Background: an optimization exercise with open tools, aiming at small area. Do not read the settings as production practice. The RTL was checked by simulation tests, not by an equivalence proof against the original design. No activity file was given, so power comes from the tool's default toggle rates.

==> inputs of run a <==
// updi_top
module updi_top (
	input clk,
	input rst_btn,  
	input programmer_start,
	output programmer_busy,
	output error,
	input updi_i,
	output updi_o,
	output updi_oe
);
Settings: LEC_CHECK=0, CAP_MARGIN=20, CORE_MARGIN=2, CORE_UTILIZATION=40, SLEW_MARGIN=20; clock period 10.0 ns.
run.sh (not shown) runs the stock make flow with config.mk's settings and CLKGATE_MAP_FILE= SYNTH_SCRIPT=/design/flow/synth_recipe.tcl, a recipe that flattens the netlist after the stock synthesis.
==> run b: changes against run a <==
--- a/flow/design.v
+++ b/flow/design.v
@@ -46,11 +46,10 @@
 	logic dl_act;
 	logic [2:0] ds;
 	logic d_done;
 	logic [8:0] paddr;
 	logic [7:0] blen;
-	logic [15:0] baddr;
 	logic btz;
 	logic tx_start, rx_start, of_rd_en, dl_start, prog_start, db_start;
 	logic [1:0] rx_n;
 	logic valid;
 	always_comb begin
@@ -161,118 +160,145 @@
 		if (rstp) ps <= P_IDLE;
 		else ps <= ps_n;
 		fc <= rstp ? (ps != P_IDLE) : (ps_n != ps);
 	end
 	wire [5:0] qj = qc[5:0];
-	logic [7:0] opcode, dbyte;
+	logic [3:0] ocode;
 	logic [6:0] dlen;
 	logic wack;
-	logic [7:0] rom_q;
 	always_comb begin
-		opcode = 8'h00;
-		dbyte = 8'h00;
+		ocode = 4'd2;
 		dlen = 7'd0;
 		wack = 1'b0;
 		case (ps)
-			P_ST_READ: opcode = 8'h80;
-			P_CE_RDST, P_NV_RDST: opcode = 8'h87;
-			P_CE_WF_READ, P_NV_WF_READ: opcode = 8'h8B;
-			P_ID_READ: opcode = 8'h24;
-			P_CE_KEY: begin
-				opcode = 8'hE0;
+			P_ST_READ: ocode = 4'd3;
+			P_CE_RDST, P_NV_RDST: ocode = 4'd4;
+			P_CE_WF_READ, P_NV_WF_READ: ocode = 4'd5;
+			P_ID_READ: ocode = 4'd6;
+			P_CE_KEY, P_NV_KEY: begin
+				ocode = 4'd7;
 				dlen = 7'd8;
-				if (qj[5:3] == 3'd0)
-					case (qj[2:0])
+			end
+			P_CE_RST_START, P_NV_RST_START, P_PR_RST_START, P_CE_RST_CLR, P_NV_RST_CLR, P_PR_RST_CLR: begin
+				ocode = 4'd8;
+				dlen = 7'd1;
+			end
+			P_ID_PTR: begin
+				ocode = 4'd9;
+				dlen = 7'd2;
+				wack = (qj == 6'd1);
+			end
+			P_ID_REP, P_WR_REP: begin
+				ocode = 4'd10;
+				dlen = 7'd1;
+			end
+			P_NC_WR_READ, P_NW_READ: begin
+				ocode = 4'd11;
+				dlen = 7'd2;
+			end
+			P_NC_CLEAR, P_WR_PAGE: begin
+				ocode = 4'd12;
+				dlen = 7'd3;
+				wack = (qj == 6'd1);
+			end
+			P_WR_PTR: begin
+				ocode = 4'd9;
+				dlen = 7'd2;
+			end
+			P_WR_DATA: begin
+				ocode = 4'd13;
+				dlen = blen[6:0];
+				wack = qj[0] && ({2'b00, qj} < blen);
+			end
+			default: ;
+		endcase
+	end
+	logic [3:0] tcode;
+	logic [5:0] jtx;
+	logic [7:0] tbyte, dbyte;
+	logic [7:0] rom_q;
+	always_comb begin
+		dbyte = 8'h00;
+		case (ps)
+			P_CE_KEY:
+				if (jtx[5:3] == 3'd0)
+					case (jtx[2:0])
 						3'd0: dbyte = 8'h65;
 						3'd1: dbyte = 8'h73;
 						3'd2: dbyte = 8'h61;
 						3'd3: dbyte = 8'h72;
 						3'd4: dbyte = 8'h45;
 						3'd5: dbyte = 8'h4D;
 						3'd6: dbyte = 8'h56;
 						default: dbyte = 8'h4E;
 					endcase
-			end
-			P_NV_KEY: begin
-				opcode = 8'hE0;
-				dlen = 7'd8;
-				if (qj[5:3] == 3'd0)
-					case (qj[2:0])
+			P_NV_KEY:
+				if (jtx[5:3] == 3'd0)
+					case (jtx[2:0])
 						3'd0: dbyte = 8'h20;
 						3'd1: dbyte = 8'h67;
 						3'd2: dbyte = 8'h6F;
 						3'd3: dbyte = 8'h72;
 						3'd4: dbyte = 8'h50;
 						3'd5: dbyte = 8'h4D;
 						3'd6: dbyte = 8'h56;
 						default: dbyte = 8'h4E;
 					endcase
-			end
-			P_CE_RST_START, P_NV_RST_START, P_PR_RST_START: begin
-				opcode = 8'hC8;
-				dlen = 7'd1;
-				if (qj == 6'd0) dbyte = 8'h59;
-			end
-			P_CE_RST_CLR, P_NV_RST_CLR, P_PR_RST_CLR: begin
-				opcode = 8'hC8;
-				dlen = 7'd1;
-			end
-			P_ID_PTR: begin
-				opcode = 8'h69;
-				dlen = 7'd2;
-				if (qj == 6'd1) dbyte = 8'h11;
-				wack = (qj == 6'd1);
-			end
-			P_ID_REP: begin
-				opcode = 8'hA0;
-				dlen = 7'd1;
-				if (qj == 6'd0) dbyte = 8'h02;
-			end
+			P_CE_RST_START, P_NV_RST_START, P_PR_RST_START:
+				if (jtx == 6'd0) dbyte = 8'h59;
+			P_ID_PTR:
+				if (jtx == 6'd1) dbyte = 8'h11;
+			P_ID_REP:
+				if (jtx == 6'd0) dbyte = 8'h02;
 			P_NC_WR_READ, P_NW_READ: begin
-				opcode = 8'h04;
-				dlen = 7'd2;
-				if (qj == 6'd0) dbyte = 8'h02;
-				if (qj == 6'd1) dbyte = 8'h10;
+				if (jtx == 6'd0) dbyte = 8'h02;
+				if (jtx == 6'd1) dbyte = 8'h10;
 			end
 			P_NC_CLEAR: begin
-				opcode = 8'h44;
-				dlen = 7'd3;
-				if (qj == 6'd1) dbyte = 8'h10;
-				if (qj == 6'd2) dbyte = 8'h04;
-				wack = (qj == 6'd1);
+				if (jtx == 6'd1) dbyte = 8'h10;
+				if (jtx == 6'd2) dbyte = 8'h04;
 			end
 			P_WR_PAGE: begin
-				opcode = 8'h44;
-				dlen = 7'd3;
-				if (qj == 6'd1) dbyte = 8'h10;
-				if (qj == 6'd2) dbyte = 8'h01;
-				wack = (qj == 6'd1);
+				if (jtx == 6'd1) dbyte = 8'h10;
+				if (jtx == 6'd2) dbyte = 8'h01;
 			end
-			P_WR_PTR: begin
-				opcode = 8'h69;
-				dlen = 7'd2;
-				if (qj == 6'd0) dbyte = baddr[7:0];
-				if (qj == 6'd1) dbyte = baddr[15:8];
-			end
-			P_WR_REP: begin
-				opcode = 8'hA0;
-				dlen = 7'd1;
-				if (qj == 6'd0) dbyte = {1'b0, blen[7:1]} - 8'd1;
-			end
-			P_WR_DATA: begin
-				opcode = 8'h65;
-				dlen = blen[6:0];
+			P_WR_PTR:
+				if (jtx[5:1] == 5'd0) dbyte = rom_q;
+			P_WR_REP:
+				if (jtx == 6'd0) dbyte = {1'b0, blen[7:1]} - 8'd1;
+			P_WR_DATA:
 				dbyte = rom_q;
-				wack = qj[0] && ({2'b00, qj} < blen);
-			end
 			default: ;
 		endcase
+		case (tcode)
+			4'd0: tbyte = 8'h55;
+			4'd1: tbyte = dbyte;
+			4'd3: tbyte = 8'h80;
+			4'd4: tbyte = 8'h87;
+			4'd5: tbyte = 8'h8B;
+			4'd6: tbyte = 8'h24;
+			4'd7: tbyte = 8'hE0;
+			4'd8: tbyte = 8'hC8;
+			4'd9: tbyte = 8'h69;
+			4'd10: tbyte = 8'hA0;
+			4'd11: tbyte = 8'h04;
+			4'd12: tbyte = 8'h44;
+			4'd13: tbyte = 8'h65;
+			default: tbyte = 8'h00;
+		endcase
 	end
 	logic [7:0] rom [512];
 	initial $readmemh("program.mem", rom);
-	wire [5:0] rom_off = qj - blen[5:0];
-	wire [8:0] rom_a = (ps == P_WR_DATA) ? (paddr + {3'b111, rom_off}) : paddr;
+	logic [8:0] rom_off;
+	always_comb begin
+		case (ps)
+			P_WR_DATA: rom_off = {3'b111, jtx - blen[5:0]};
+			P_WR_PTR: rom_off = ~({1'b0, blen} + 9'd1 + {8'd0, jtx[0]});
+			default: rom_off = 9'd0;
+		endcase
+	end
+	wire [8:0] rom_a = paddr + rom_off;
 	assign rom_q = rom[rom_a];
 	localparam [2:0] D_IDLE = 0, D_LEN = 1, D_ADDR = 2, D_TYPE = 3, D_DATA = 4;
 	wire d_more = (S[7:0] < blen);
 	always_ff @(posedge clk) begin
 		if (rstp) begin
@@ -290,15 +316,11 @@
 					blen <= rom_q;
 					paddr <= paddr + 9'd1;
 					ds <= D_ADDR;
 				end
 				D_ADDR: begin
-					if (!S[0]) baddr[15:8] <= rom_q;
-					else begin
-						baddr[7:0] <= rom_q;
-						ds <= D_TYPE;
-					end
+					if (S[0]) ds <= D_TYPE;
 					paddr <= paddr + 9'd1;
 				end
 				D_TYPE: begin
 					btz <= (rom_q == 8'd0);
 					paddr <= paddr + 9'd1;
@@ -417,41 +439,40 @@
 				end
 				default: ;
 			endcase
 		end
 	end
-	logic [7:0] q_byte;
+	logic [3:0] q_code;
 	wire q_wr = (qs == Q_SYNCH) || (qs == Q_OPC) || (qs == Q_DATA);
 	always_comb begin
 		case (qs)
-			Q_SYNCH: q_byte = 8'h55;
-			Q_OPC: q_byte = opcode;
-			default: q_byte = dbyte;
+			Q_SYNCH: q_code = 4'd0;
+			Q_OPC: q_code = ocode;
+			default: q_code = 4'd1;
 		endcase
 	end
-	logic [7:0] txm [16];
+	logic [3:0] txm [16];
 	logic [3:0] trd, twr;
-	logic [7:0] tout;
 	logic t_rd_en;
 	wire t_empty = (trd == twr);
 	assign txf_full = (trd == twr + 4'd1);
 	always_ff @(posedge clk) begin
 		if (rstp) begin
-			tout <= 8'd0;
+			tcode <= 4'd0;
 			trd <= 4'd0;
 			twr <= 4'd0;
 		end
 		else begin
 			if (t_rd_en && !t_empty) begin
-				tout <= txm[trd];
+				tcode <= txm[trd];
 				trd <= trd + 4'd1;
 			end
 			if (q_wr && !txf_full) twr <= twr + 4'd1;
 		end
 	end
 	always_ff @(posedge clk) begin
-		if (!rstp && q_wr && !txf_full) txm[twr] <= q_byte;
+		if (!rstp && q_wr && !txf_full) txm[twr] <= q_code;
 	end
 	localparam [1:0] F_IDLE = 0, F_READ = 1, F_WAIT = 2, F_START = 3;
 	logic [1:0] fs;
 	logic t_start, t_ready;
 	always_ff @(posedge clk) begin
@@ -507,11 +528,13 @@
 				U_IDLE: begin
 					if (t_start) begin
 						tdiv_rst <= 1'b1;
 						us <= U_START;
 						t_ready <= 1'b0;
-						tdata <= tout;
+						tdata <= tbyte;
+						if (tcode == 4'd1) jtx <= jtx + 6'd1;
+						else if (tcode != 4'd0) jtx <= 6'd0;
 						tcnt <= 3'd0;
 					end
 					else t_ready <= 1'b1;
 				end
 				U_START: begin
@@ -551,11 +574,11 @@
 			U_PARITY: tx = ^tdata;
 			default: tx = 1'b1;
 		endcase
 	end
 	assign updi_oe = db_busy | uart_busy;
-	assign updi_o = db_busy ? db_n[0] : tx;
+	assign updi_o = db_busy ? db_n[0] : (uart_busy & tx);
 	wire rx = updi_oe ? 1'b1 : updi_i;
 	localparam [1:0] R_IDLE = 0, R_START = 1, R_DATA = 2, R_PARITY = 3;
 	logic [1:0] rs;
 	logic [3:0] rcnt;
 	logic rdiv_rst;
==> comparison <==
Between run a and run b, the lower synthesized area is in run b (gap about 11%, measured against run b).
Between run b and run a, the lower clock-buffer cell count is in run b (gap 15).
Non-clock buffer count: run b is higher than run a (6).
Register-to-register slack: run b is better than run a (0.27 ns).
Of run b and run a, run a has the higher sequential cell count (gap 78).
Against run a, the clock skew of run b is lower by 0.0029 ns.
Between run b and run a, the lower via count is in run b (gap 4.0%, measured against run a).
In run b the combinational power is smaller than in run a, by about 33%.
Between run a and run b, the lower sequential power is in run b (gap about 27%, measured against run b).

-- static timing again, ports no longer ideal --
No port has a modelled driver above. Below, the same layouts with a new extraction and two added sets of constraints.
Step 1: set_driving_cell puts a clkbuf_16 on clk and a buf_2 on each other input, an assumption about the parent block.
Step 2 also shifts input and output timing later by t, the mid clock arrival at the registers, as if the neighbouring blocks saw the same clock.
Three values: no drivers, after step 1, after step 2; two values: the first two.
| run | t (ns) | setup WS [ns] | hold WS [ns] | worst data-port slew with drivers (ns) |
|---|---|---|---|---|
| run a | 0.615 | 2.689 / 2.689 / 2.689 | 0.430 / 0.430 / 0.430 | 0.12 |
| run b | 0.613 | 2.956 / 2.956 / 2.956 | 0.434 / 0.434 / 0.434 | 0.05 |
After both steps setup and hold are still met in every run listed.
